This design comes from an exercise in tuning for small area and a short achievable clock period on the open sky130 flow, not from production work. Function was checked by simulation only, so behaviour that the tests miss may differ from the original. No activity file was given, so power comes from the tool's default toggle rates.

==> flow/design.v (excerpt) <==
module gelu_lut_module (
    input                       clk,
    input                       rst_n,
    input                       in_valid,
    input      signed [15:0]    in_data,
    output reg                  out_valid,
    output     signed [10:0]    out_data
);
    reg         v1, s1;
    reg  [9:0]  m1;
    wire [5:0]  c;
    wire [9:0]  xa = in_data[9:0];
    wire [9:0]  lowor;
    genvar gi;
    generate for (gi = 0; gi < 10; gi = gi + 1) begin : g_or
        assign lowor[gi] = |xa[gi:0];
    end endgenerate
    wire [5:0]  pos_lo = s1 ? 6'd0 : m1[5:0];
    wire [4:0]  hi     = s1 ? 5'd0 : {1'b0, m1[9:6]};
    wire [6:0]  dlo    = {1'b0, pos_lo} - {1'b0, c};
    always @(posedge clk or negedge rst_n)
        if (!rst_n) begin v1 <= 1'b0; out_valid <= 1'b0; end
        else begin v1 <= in_valid; out_valid <= v1; end
    always @(posedge clk) begin
        s1 <= in_data[10];
        m1 <= xa ^ ({10{in_data[10]}} & {lowor[8:0], 1'b0});
    end
    reg  [5:0]  lo2;
    reg         b2;
    reg  [4:0]  hi2, hm2;
    always @(posedge clk) begin
        lo2 <= dlo[5:0];
        b2  <= dlo[6];
        hi2 <= hi;
        hm2 <= hi - 5'd1;
    end
    assign out_data = {b2 ? hm2 : hi2, lo2};
    gelu_c u_c (.a(m1), .y(c));
endmodule
For scale: ~410 cells after synthesis, ~29 flip-flops, about 31 I/O pins.
export LEC_CHECK = 0
export ABC_AREA = 1
export CAP_MARGIN = 70
export CORE_ASPECT_RATIO = 2.0
export CORE_MARGIN = 2
export CORE_UTILIZATION = 40
export SETUP_SLACK_MARGIN = 2.65
export SLEW_MARGIN = 70
export TNS_END_PERCENT = 5
create_clock -name core_clock -period 5.0 [get_ports {clk}]
standard.sh (not shown) runs the stock make flow with config.mk's settings and CLKGATE_MAP_FILE= SYNTH_SCRIPT=/design/flow/synth_recipe.tcl, a recipe that flattens the netlist after the stock synthesis.
==> flow/flow/run.sh <==
#!/bin/bash
set -euo pipefail
args=()
while IFS= read -r line || [[ -n "$line" ]]; do
  [[ -z "$line" || "$line" == \#* ]] && continue
  args+=("$line")
done < flow/make_args.txt
bash standard.sh "${args[@]}" finish > run_make.log 2>&1
==> flow/flow/make_args.txt <==
ADDER_MAP_FILE=
BUFFER_PORTS_ARGS=-buffer_cell sky130_fd_sc_hd__buf_1
CTS_ARGS=-sink_clustering_enable -repair_clock_nets -dont_use_dummy_load
Edit:
==> flow/flow/run.sh (replaced) <==
#!/bin/bash
set -euo pipefail
bash standard.sh ADDER_MAP_FILE= \
  "BUFFER_PORTS_ARGS=-buffer_cell sky130_fd_sc_hd__buf_1" \
  "CTS_ARGS=-sink_clustering_enable -repair_clock_nets -dont_use_dummy_load" \
  finish > run_make.log 2>&1
Settings changed: CORE_ASPECT_RATIO 2.0 to default, CORE_UTILIZATION 40 to 50, SETUP_SLACK_MARGIN 2.65 to 2.75.
removed: flow/flow/make_args.txt
=>
- via count falls by 4.3%
- hold slack got worse by 0.0076 ns
- cell area falls by 6.9%
- non-clock buffer count falls by 9
Edit:
==> flow/flow/run.sh (replaced) <==
#!/bin/bash
set -euo pipefail
args=()
while IFS= read -r line || [[ -n "$line" ]]; do
  [[ -z "$line" || "$line" == \#* ]] && continue
  args+=("$line")
done < flow/make_args.txt
bash standard.sh "${args[@]}" finish > run_make.log 2>&1
==> flow/flow/make_args.txt (new file) <==
ADDER_MAP_FILE=
BUFFER_PORTS_ARGS=-buffer_cell sky130_fd_sc_hd__buf_1
CTS_ARGS=-sink_clustering_enable -repair_clock_nets -dont_use_dummy_load
SKIP_LAST_GASP=1
Settings changed: CORE_UTILIZATION 50 to 40, SETUP_SLACK_MARGIN 2.75 to 2.65.
Combinational power falls by about 3%.
Power falls by 0.93%.
Critical path depth is unchanged.
Non-clock buffer count falls by 2.
Hold slack is better by 0.016 ns.
Via count falls by 2.4%.
Maximum frequency rises by 0.50%.
Register-to-register slack is better by 0.02 ns.
Design area falls by 0.65%.
Edit:
==> flow/flow/run.sh (replaced) <==
#!/bin/bash
set -euo pipefail
rm -rf orfs_scripts
cp -r "$FLOW_HOME/scripts" orfs_scripts
cp flow/abc_area.script orfs_scripts/abc_area.script
args=()
while IFS= read -r line || [[ -n "$line" ]]; do
  [[ -z "$line" || "$line" == \#* ]] && continue
  args+=("$line")
done < flow/make_args.txt
bash standard.sh "SCRIPTS_DIR=$PWD/orfs_scripts" "${args[@]}" finish > run_make.log 2>&1
==> flow/flow/abc_area.script (new file) <==
strash; dch; map -a; topo; stime -c; buffer -c; upsize -c; dnsize -c
==> flow/flow/make_args.txt (replaced) <==
ADDER_MAP_FILE=
BUFFER_PORTS_ARGS=-buffer_cell sky130_fd_sc_hd__buf_1
CTS_ARGS=-sink_clustering_enable -repair_clock_nets -dont_use_dummy_load
Settings changed: SETUP_SLACK_MARGIN 2.65 to default, TNS_END_PERCENT 5 to default.
Effect: Fmax is lower by about a fifth; design area is lower by a few percent; core utilization drops by 4.0 points; power falls slightly; critical path depth goes up by 18; clock-buffer cell count is unchanged; sequential share of layout area increases by 0.58 points.
Edit:
==> flow/flow/run.sh (replaced) <==
#!/bin/bash
set -euo pipefail
args=()
while IFS= read -r line || [[ -n "$line" ]]; do
  [[ -z "$line" || "$line" == \#* ]] && continue
  args+=("$line")
done < flow/make_args.txt
bash standard.sh "${args[@]}" finish > run_make.log 2>&1
Settings changed: CAP_MARGIN 70 to 50, SETUP_SLACK_MARGIN from default to 2.65, TNS_END_PERCENT from default to 5.
removed: flow/flow/abc_area.script
Outcome:
- clock-buffer cell count does not change
- final area grows by 4.6%
- area after synthesis shrinks by 1.2%
- routed wire length grows by 12%
Edit:
==> flow/flow/make_args.txt (replaced) <==
ADDER_MAP_FILE=
BUFFER_PORTS_ARGS=-buffer_cell sky130_fd_sc_hd__buf_1
CTS_ARGS=-sink_clustering_enable -repair_clock_nets -dont_use_dummy_load
SETUP_MOVE_SEQUENCE=unbuffer,sizeup,swap
Settings changed: CAP_MARGIN 50 to 70, SETUP_SLACK_MARGIN 2.65 to 2.6.
Outcome: Wire length fell by 3.8%. Cell area fell by 1.5%. Sequential cell count does not change. Worst hold slack stays flat. Die area stays the same. Worst setup slack barely changes. Synthesized area stays the same. Clock skew barely changes. Final cell count fell by 0.60%. Power fell by 1.2%. First-iteration DRC count fell by 12%.

==> afterwards: timing with drivers on the ports <==
The flow's constraints put no driver on any port. The routed layouts listed below were extracted and timed again, unchanged, in two steps. Step 1, drivers: a clkbuf_16 drives clk and a buf_2 each remaining input, both assumed. Step 2 moves the port delays by t, midway between the first and last clock arrival at a register: inputs arrive t later, outputs are due t later. That takes back most of the time a late clock gives input paths. a / b / c = ideal ports / drivers / drivers and shift; a / b = the first two.
run	t, ns	slack for setup (ns)	clock arrival spread, ns	worst slew at a driven data input, ns	pins driven straight from the clock port
the first run	0.309	2.764 / 2.764 / 2.568	0.011 / 0.011	0.03	1
the second run	0.302	2.798 / 2.769 / 2.700	0.017 / 0.017	0.03	1
the third run	0.293	2.809 / 2.781 / 2.627	0.017 / 0.017	0.03	1
the fourth run	0.294	2.167 / 2.167 / 2.167	0.012 / 0.011	0.03	1
the fifth run	0.293	2.809 / 2.781 / 2.627	0.017 / 0.017	0.03	1
the sixth run	0.294	2.808 / 2.781 / 2.626	0.017 / 0.017	0.03	1
After both steps setup and hold are still met in every run listed. For the first run, which loses most, drivers alone change the setup slack by 0.000 ns; drivers and shift together by -0.196 ns.
